What follows belongs to an exercise in optimizing a design on an open flow for small area, a short achievable clock period and few clock cycles per item; a production flow would make more cautious choices. The RTL was checked by simulation tests, not by an equivalence proof against the original design. Power figures rest on the tool's default switching activity, not on a simulated workload.

run 1:
Design lpc_decoder, start of the top module:
module lpc_decoder(
			input wire ACLK,
			input wire ARESET_N,
			input wire[79:0] TDATA,
			input wire TVALID,
			output wire TREADY,
			input wire EN,
			input wire TUSER,
			input wire TLAST,
			output wire[15:0] OUT_DECODED,
			output wire OUT_VALID,
			input wire OUT_READY,
			output wire OUT_LAST,
			output wire OUT_USER
		);
	integer i, j;
	reg [7:0] rm, cm;
	always @(*) begin
		for (i = 0; i < 8; i = i + 1)
			rm[i] = ^TDATA[8*i +: 8] ^ TDATA[64+i];
		for (j = 0; j < 8; j = j + 1) begin
			cm[j] = TDATA[72+j];
			for (i = 0; i < 8; i = i + 1)
				cm[j] = cm[j] ^ TDATA[8*i+j];
		end
	end
	reg [7:0] y_rm, y_cm;
	always @(posedge ACLK) begin
		y_rm <= rm;
		y_cm <= cm;
	end
	reg [7:0] rh, ch;
	reg [2:0] rn, cn;
	always @(*) begin
		for (i = 0; i < 8; i = i + 1) begin
			rh[i] = y_rm[i] & ~|(y_rm >> (i+1));
			ch[i] = y_cm[i] & ~|(y_cm >> (i+1));
		end
		rn = {|rh[7:4], |{rh[7:6], rh[3:2]}, |{rh[7], rh[5], rh[3], rh[1]}};
		cn = {|ch[7:4], |{ch[7:6], ch[3:2]}, |{ch[7], ch[5], ch[3], ch[1]}};
	end
	reg        rdy;        
	reg        r_busy;     
	reg [1:0]  k;          
	reg [63:0] r_d;
	reg        r_user, r_last;
	reg        f_v;        
	reg [2:0]  f_row, f_col;    
	reg [15:0] o_d;
	reg        o_v, o_user, o_last;
	wire acc    = rdy;                         
	wire o_free = ~o_v | OUT_READY;
	wire mv     = r_busy & o_free;             
	wire byp    = acc & o_free;                
	wire r_busy_n = acc | (mv ? ~&k : r_busy);
	wire [3:0] kh = {4{r_busy}} & {k == 2'd3, k == 2'd2, k == 2'd1, k == 2'd0};
	wire [15:0] beat   = {16{acc}} & TDATA[15:0] | {16{kh[0]}} & r_d[15:0] |
	                     {16{kh[1]}} & r_d[31:16] | {16{kh[2]}} & r_d[47:32] |
	                     {16{kh[3]}} & r_d[63:48];
	reg  [15:0] flip_y, flip_f, flip;
	always @(*) begin
		for (j = 0; j < 8; j = j + 1) begin
			flip_y[j]   = EN & rh[0] & ch[j];
			flip_y[8+j] = EN & rh[1] & ch[j];
			flip_f[j]   = f_v & (f_row == {k, 1'b0}) & (f_col == j);
			flip_f[8+j] = f_v & (f_row == {k, 1'b1}) & (f_col == j);
		end
		flip = acc ? flip_y : flip_f;
	end
	wire [15:0] beat_c = beat ^ flip;           
	always @(posedge ACLK or negedge ARESET_N) begin
  ...
For scale: roughly 420 cells after synthesis, ~110 I/O pins, roughly 0.0055 mm^2 of cells after synthesis.
==> flow/config.mk <==
export PLATFORM = sky130hd
export DESIGN_NAME = lpc_decoder
export DESIGN_NICKNAME = lpc_decoder
export VERILOG_FILES = /design/flow/design.v
export SDC_FILE = /design/flow/constraint.sdc
export NUM_CORES = 4
export LEC_CHECK = 0
export CAP_MARGIN = 20
export CORE_MARGIN = 2
export CORE_UTILIZATION = 40
export SETUP_SLACK_MARGIN = 3.05
export SLEW_MARGIN = 20
==> flow/constraint.sdc <==
create_clock -name core_clock -period 5.0 [get_ports {ACLK}]
set_input_delay 1.0000 -clock core_clock [delete_from_list [all_inputs] [get_ports {ACLK}]]
set_output_delay 1.0000 -clock core_clock [all_outputs]
set_load 0.01 [all_outputs]
standard.sh (not shown) runs the stock make flow with config.mk's settings and CLKGATE_MAP_FILE= SYNTH_SCRIPT=/design/flow/synth_recipe.tcl, a recipe that flattens the netlist after the stock synthesis.
==> flow/flow/run.sh <==
#!/bin/bash
# The standard layout (the standard.sh: ORFS synthesis to finish) with three
# changes: port buffers are buf_1 cells instead of the delay cells ORFS picks,
# clock tree synthesis adds no dummy loads, and it may use smaller clock buffers.
# Each make run writes its full output to a log file in this folder.
set -euo pipefail
here=$(pwd)
CTS="-sink_clustering_enable -repair_clock_nets -dont_use_dummy_load"
bash standard.sh \
  BUFFER_PORTS_ARGS="-buffer_cell sky130_fd_sc_hd__buf_1" \
  CTS_ARGS="$CTS" \
  finish > "$here/standard_make.log" 2>&1
Testbench counts of run 1, summed over its fixed seeds: cycles 12,816, items 3,200.
Inputs modified between run 1 and run 2:
# run 1
export LEC_CHECK = 0
export CAP_MARGIN = 20
export CORE_MARGIN = 2
export CORE_UTILIZATION = 40
export SETUP_SLACK_MARGIN = 3.05
export SLEW_MARGIN = 20
create_clock -name core_clock -period 5.0 [get_ports {ACLK}]
# run 2
export LEC_CHECK = 0
export CAP_MARGIN = 20
export CORE_MARGIN = 2
export CORE_UTILIZATION = 45
export PLACE_DENSITY = 0.75
export SETUP_SLACK_MARGIN = 3.0
export SLEW_MARGIN = 20
create_clock -name core_clock -period 5.0 [get_ports {ACLK}]
==> run notes <==
Run 2: design area is 1.8% lower than what run 1 reported. The final total power of run 2 is lower than that of run 1. Going from run 1 to run 2, combined flip-flop and latch cell area ~0 delta, internal cell power -about 1.6%. Going from run 1 to run 2, routed via count grew by a few percent. On run 2: placement row count is 4.8% lower than what run 1 gave. Relative to run 1, the area enclosed by the die boundary measured on run 2 has decreased by more than 10%.
The inputs of run 3 differ from those of run 2 as listed below.
# run 2
export LEC_CHECK = 0
export CAP_MARGIN = 20
export CORE_MARGIN = 2
export CORE_UTILIZATION = 45
export PLACE_DENSITY = 0.75
export SETUP_SLACK_MARGIN = 3.0
export SLEW_MARGIN = 20
create_clock -name core_clock -period 5.0 [get_ports {ACLK}]
# run 3
export LEC_CHECK = 0
export CAP_MARGIN = 20
export CORE_MARGIN = 2
export CORE_UTILIZATION = 55
export SETUP_SLACK_MARGIN = 3.0
export SLEW_MARGIN = 20
create_clock -name core_clock -period 5.0 [get_ports {ACLK}]
==> run notes <==
Run 3 completed end to end with timing, DRC and antenna clean.
From run 2 to run 3 the numbers moved as follows: finished layout cell area moved down, die boundary width moved down.
Diff run 2 -> run 3: layout overhead on the synthesized area dropped 1.9 points, clock skew after layout up 0.019 ns.
Die area (higher): run 2
#### Input delta (run 4 over run 3)
# run 3
export LEC_CHECK = 0
export CAP_MARGIN = 20
export CORE_MARGIN = 2
export CORE_UTILIZATION = 55
export SETUP_SLACK_MARGIN = 3.0
export SLEW_MARGIN = 20
create_clock -name core_clock -period 5.0 [get_ports {ACLK}]
# run 4
export LEC_CHECK = 0
export CAP_MARGIN = 20
export CORE_MARGIN = 2
export CORE_UTILIZATION = 40
export SETUP_SLACK_MARGIN = 3.0
export SLEW_MARGIN = 20
create_clock -name core_clock -period 5.0 [get_ports {ACLK}]
diff --git a/flow/flow/run.sh b/flow/flow/run.sh
--- a/flow/flow/run.sh
+++ b/flow/flow/run.sh
@@ -6,5 +6,5 @@
 set -euo pipefail
 here=$(pwd)
-CTS="-sink_clustering_enable -repair_clock_nets -dont_use_dummy_load"
+CTS="-sink_clustering_enable -repair_clock_nets -dont_use_dummy_load -buf_list sky130_fd_sc_hd__clkbuf_8 -root_buf sky130_fd_sc_hd__clkbuf_16"
 bash standard.sh \
   BUFFER_PORTS_ARGS="-buffer_cell sky130_fd_sc_hd__buf_1" \
- Run 4 vs. run 3: pin count of the biggest net entering global routing now sits higher, worst slack after detailed placement now sits at about the same level, number of cells on the worst reg-to-reg path now sits lower.
- Sort run 3 and run 4 by met3 track utilization from global routing, descending, and run 3 comes first.

Setup of lane 2:
Another version of the RTL of lpc_decoder (not shown whole).
Size in the first run: about 430 cells after synthesis, about 120 flip-flops, roughly 110 I/O pins.
==> flow/config.mk <==
export PLATFORM = sky130hd
export DESIGN_NAME = lpc_decoder
export DESIGN_NICKNAME = lpc_decoder
export VERILOG_FILES = /design/flow/design.v
export SDC_FILE = /design/flow/constraint.sdc
export NUM_CORES = 4
export LEC_CHECK = 0
export CAP_MARGIN = 20
export CORE_MARGIN = 2
export CORE_UTILIZATION = 40
export SLEW_MARGIN = 20
==> flow/constraint.sdc <==
create_clock -name core_clock -period 5.0 [get_ports {ACLK}]
set_input_delay 1.0000 -clock core_clock [delete_from_list [all_inputs] [get_ports {ACLK}]]
set_output_delay 1.0000 -clock core_clock [all_outputs]
set_load 0.01 [all_outputs]
run.sh (not shown) runs the stock make flow with config.mk's settings and CLKGATE_MAP_FILE= SYNTH_SCRIPT=/design/flow/synth_recipe.tcl, a recipe that flattens the netlist after the stock synthesis.
Stock flow here: none of the scripts above is used.
Lane 2 was carried through to the last stage, and its layout satisfied the timing, design-rule and antenna checks.
Testbench counts of lane 2, summed over its fixed seeds: cycles 12,816, items 3,200.
Input changes introduced in lane 4 (baseline for comparison: lane 2):
- putting SETUP_SLACK_MARGIN at 2.5 where nothing was set
==> run notes <==
The clock network fraction of design power on lane 4 is in line with that on lane 2. Compared lane 4 against lane 2; multi-input gate share of total cell area within noise. Worst hold slack across lane 2 and lane 4: no real change. Of lane 2 and lane 4, lane 2 shows the higher post-route fraction of the period consumed by the critical path, with lane 4 below it. Between lane 2 and lane 4, the difference in clock network area share is negligible. Synthesis-to-layout area growth: higher on lane 4. In terms of wire length on met1, lane 2 and lane 4 differ only marginally. As far as level count of the clock H-tree goes, lane 2 and lane 4 are indistinguishable; the numbers are identical. Setup WNS lane 2 -> lane 4: better.

Setup of job 2034:
RTL: one of the versions met above, not the one the previous note started from.
Size: about 420 cells after synthesis, ~110 flip-flops, ~110 I/O pins.
==> flow/config.mk <==
export PLATFORM = sky130hd
export DESIGN_NAME = lpc_decoder
export DESIGN_NICKNAME = lpc_decoder
export VERILOG_FILES = /design/flow/design.v
export SDC_FILE = /design/flow/constraint.sdc
export NUM_CORES = 4
export LEC_CHECK = 0
export CAP_MARGIN = 20
export CORE_MARGIN = 2
export CORE_UTILIZATION = 40
export GPL_TIMING_DRIVEN = 0
export SETUP_SLACK_MARGIN = 3.0
export SLEW_MARGIN = 20
==> flow/constraint.sdc <==
create_clock -name core_clock -period 5.0 [get_ports {ACLK}]
set_input_delay 1.0000 -clock core_clock [delete_from_list [all_inputs] [get_ports {ACLK}]]
set_output_delay 1.0000 -clock core_clock [all_outputs]
set_load 0.01 [all_outputs]
standard.sh (not shown) runs the stock make flow with config.mk's settings and CLKGATE_MAP_FILE= SYNTH_SCRIPT=/design/flow/synth_recipe.tcl, a recipe that flattens the netlist after the stock synthesis.
==> flow/flow/run.sh <==
#!/bin/bash
# The standard layout (the standard.sh: ORFS synthesis to finish) with three
# changes: port buffers are buf_1 cells instead of the delay cells ORFS picks,
# clock tree synthesis adds no dummy loads, and it may use smaller clock buffers.
# Each make run writes its full output to a log file in this folder.
set -euo pipefail
here=$(pwd)
CTS="-sink_clustering_enable -repair_clock_nets -dont_use_dummy_load"
bash standard.sh \
  BUFFER_PORTS_ARGS="-buffer_cell sky130_fd_sc_hd__buf_1" \
  CTS_ARGS="$CTS" \
  finish > "$here/standard_make.log" 2>&1
Testbench counts of job 2034, summed over its fixed seeds: cycles 12,816, items 3,200.
Input changes introduced in job 9484 (baseline for comparison: job 2034):
# job 2034
export LEC_CHECK = 0
export CAP_MARGIN = 20
export CORE_MARGIN = 2
export CORE_UTILIZATION = 40
export GPL_TIMING_DRIVEN = 0
export SETUP_SLACK_MARGIN = 3.0
export SLEW_MARGIN = 20
create_clock -name core_clock -period 5.0 [get_ports {ACLK}]
# job 9484
export LEC_CHECK = 0
export CAP_MARGIN = 20
export CORE_MARGIN = 2
export CORE_UTILIZATION = 40
export SETUP_SLACK_MARGIN = 2.9
export SLEW_MARGIN = 20
create_clock -name core_clock -period 5.0 [get_ports {ACLK}]
Results
Re last weighted congestion value of the routability-driven placer: job 2034 was lower than job 9484. Area: job 9484 vs job 2034 -> job 9484 smaller. Job 9484: sequential share of layout area 1.9 points above job 2034. Diff job 2034 -> job 9484: minimum clock period after layout rose 0.087 ns; via count of the first global-routing pass moved down. Against job 2034, power in job 9484 fell by a few percent. After detailed routing, job 2034 needs more wire than job 9484. Per the comparison of job 9484 with job 2034, utilization went down 1.9 points; achievable frequency shrank by about 4%; multi-input gate share of total cell area went up 0.20 points; number of standard cells in the final layout excluding fillers shows a reduction of about 2.6%.
Inputs modified between job 9484 and job 3478:
# job 9484
export LEC_CHECK = 0
export CAP_MARGIN = 20
export CORE_MARGIN = 2
export CORE_UTILIZATION = 40
export SETUP_SLACK_MARGIN = 2.9
export SLEW_MARGIN = 20
create_clock -name core_clock -period 5.0 [get_ports {ACLK}]
# job 3478
export LEC_CHECK = 0
export CAP_MARGIN = 20
export CORE_MARGIN = 2
export CORE_UTILIZATION = 40
export SETUP_SLACK_MARGIN = 3.0
export SLEW_MARGIN = 20
create_clock -name core_clock -period 5.0 [get_ports {ACLK}]
==> run notes <==
From job 9484 to job 3478 the numbers moved as follows: maximum number of pins on one net before global-route repair higher, wire length higher, total of fill cells in the finished design lower, register-to-register slack higher, synthesized-area fraction occupied by xor and xnor cells roughly the same.
Worst setup slack for job 3478 is higher than for job 9484.
Between job 3478 and job 9484, the cell area after synthesis does not differ in any meaningful way.
## Diff of input files: job 4187 against job 3478
# job 3478
export LEC_CHECK = 0
export CAP_MARGIN = 20
export CORE_MARGIN = 2
export CORE_UTILIZATION = 40
export SETUP_SLACK_MARGIN = 3.0
export SLEW_MARGIN = 20
create_clock -name core_clock -period 5.0 [get_ports {ACLK}]
# job 4187
export LEC_CHECK = 0
export CAP_MARGIN = 20
export CORE_MARGIN = 2
export CORE_UTILIZATION = 50
export SETUP_SLACK_MARGIN = 3.0
export SLEW_MARGIN = 20
create_clock -name core_clock -period 5.0 [get_ports {ACLK}]
==> run notes <==
Total net switching power, job 3478 and job 4187: higher on job 3478
Of job 3478 and job 4187, the run reporting the higher fraction of met1 tracks used by global routing was job 4187.
Final critical delay including setup and external delays delta for job 4187 relative to job 3478: 0.020 ns higher
In the metrics for job 3478 and job 4187, the one carrying the lower total wirelength of the detailed-routed design is job 4187.
Hold buffer count at cts came out exactly the same in job 3478 and job 4187.
Relative to job 3478, count of placed standard cells in the final layout, fillers left out has decreased by 37 in job 4187.
The setup slack of job 4187 is lower than that of job 3478.

## port drivers added, routing unchanged
Ports are ideal in the flow. The routed layouts listed here were re-timed in OpenROAD. Step 1: set_driving_cell puts a clkbuf_16 on ACLK and a buf_2 on each other input, an assumption about the parent block. Step 2, shift: input delay + t, output delay - t, t = (earliest + latest rising clock arrival at the registers) / 2. This alone moves slack from input paths to output paths. Three values: no drivers, after step 1, after step 2; two values: the first two.
run	t (ns)	setup WS [ns]	hold WS [ns]	worst setup path at the end	slew at the worst register clock pin (ns)
run 1	0.379	3.099 / 3.063 / 2.885	0.480 / 0.480 / 0.560	input to register	0.07 / 0.07
run 2	0.371	3.071 / 3.033 / 2.850	0.496 / 0.480 / 0.573	input to register	0.07 / 0.07
run 3	0.397	3.041 / 3.008 / 2.878	0.464 / 0.458 / 0.574	input to register	0.11 / 0.11
run 4	0.367	3.090 / 3.052 / 2.836	0.485 / 0.470 / 0.582	input to register	0.07 / 0.07
lane 2	0.445	1.892 / 1.908 / 1.463	0.456 / 0.456 / 0.456	input to register	0.06 / 0.06
lane 4	0.444	2.651 / 2.608 / 2.222	0.456 / 0.456 / 0.456	input to register	0.05 / 0.05
job 2034	0.374	3.031 / 2.994 / 2.804	0.483 / 0.470 / 0.574	input to register	0.07 / 0.07
job 9484	0.373	2.944 / 2.906 / 2.758	0.490 / 0.475 / 0.567	input to register	0.07 / 0.07
job 3478	0.367	3.090 / 3.052 / 2.836	0.485 / 0.470 / 0.582	input to register	0.07 / 0.07
job 4187	0.394	3.070 / 3.036 / 2.846	0.462 / 0.454 / 0.583	input to register	0.10 / 0.10
After both steps every run listed still meets setup and hold.
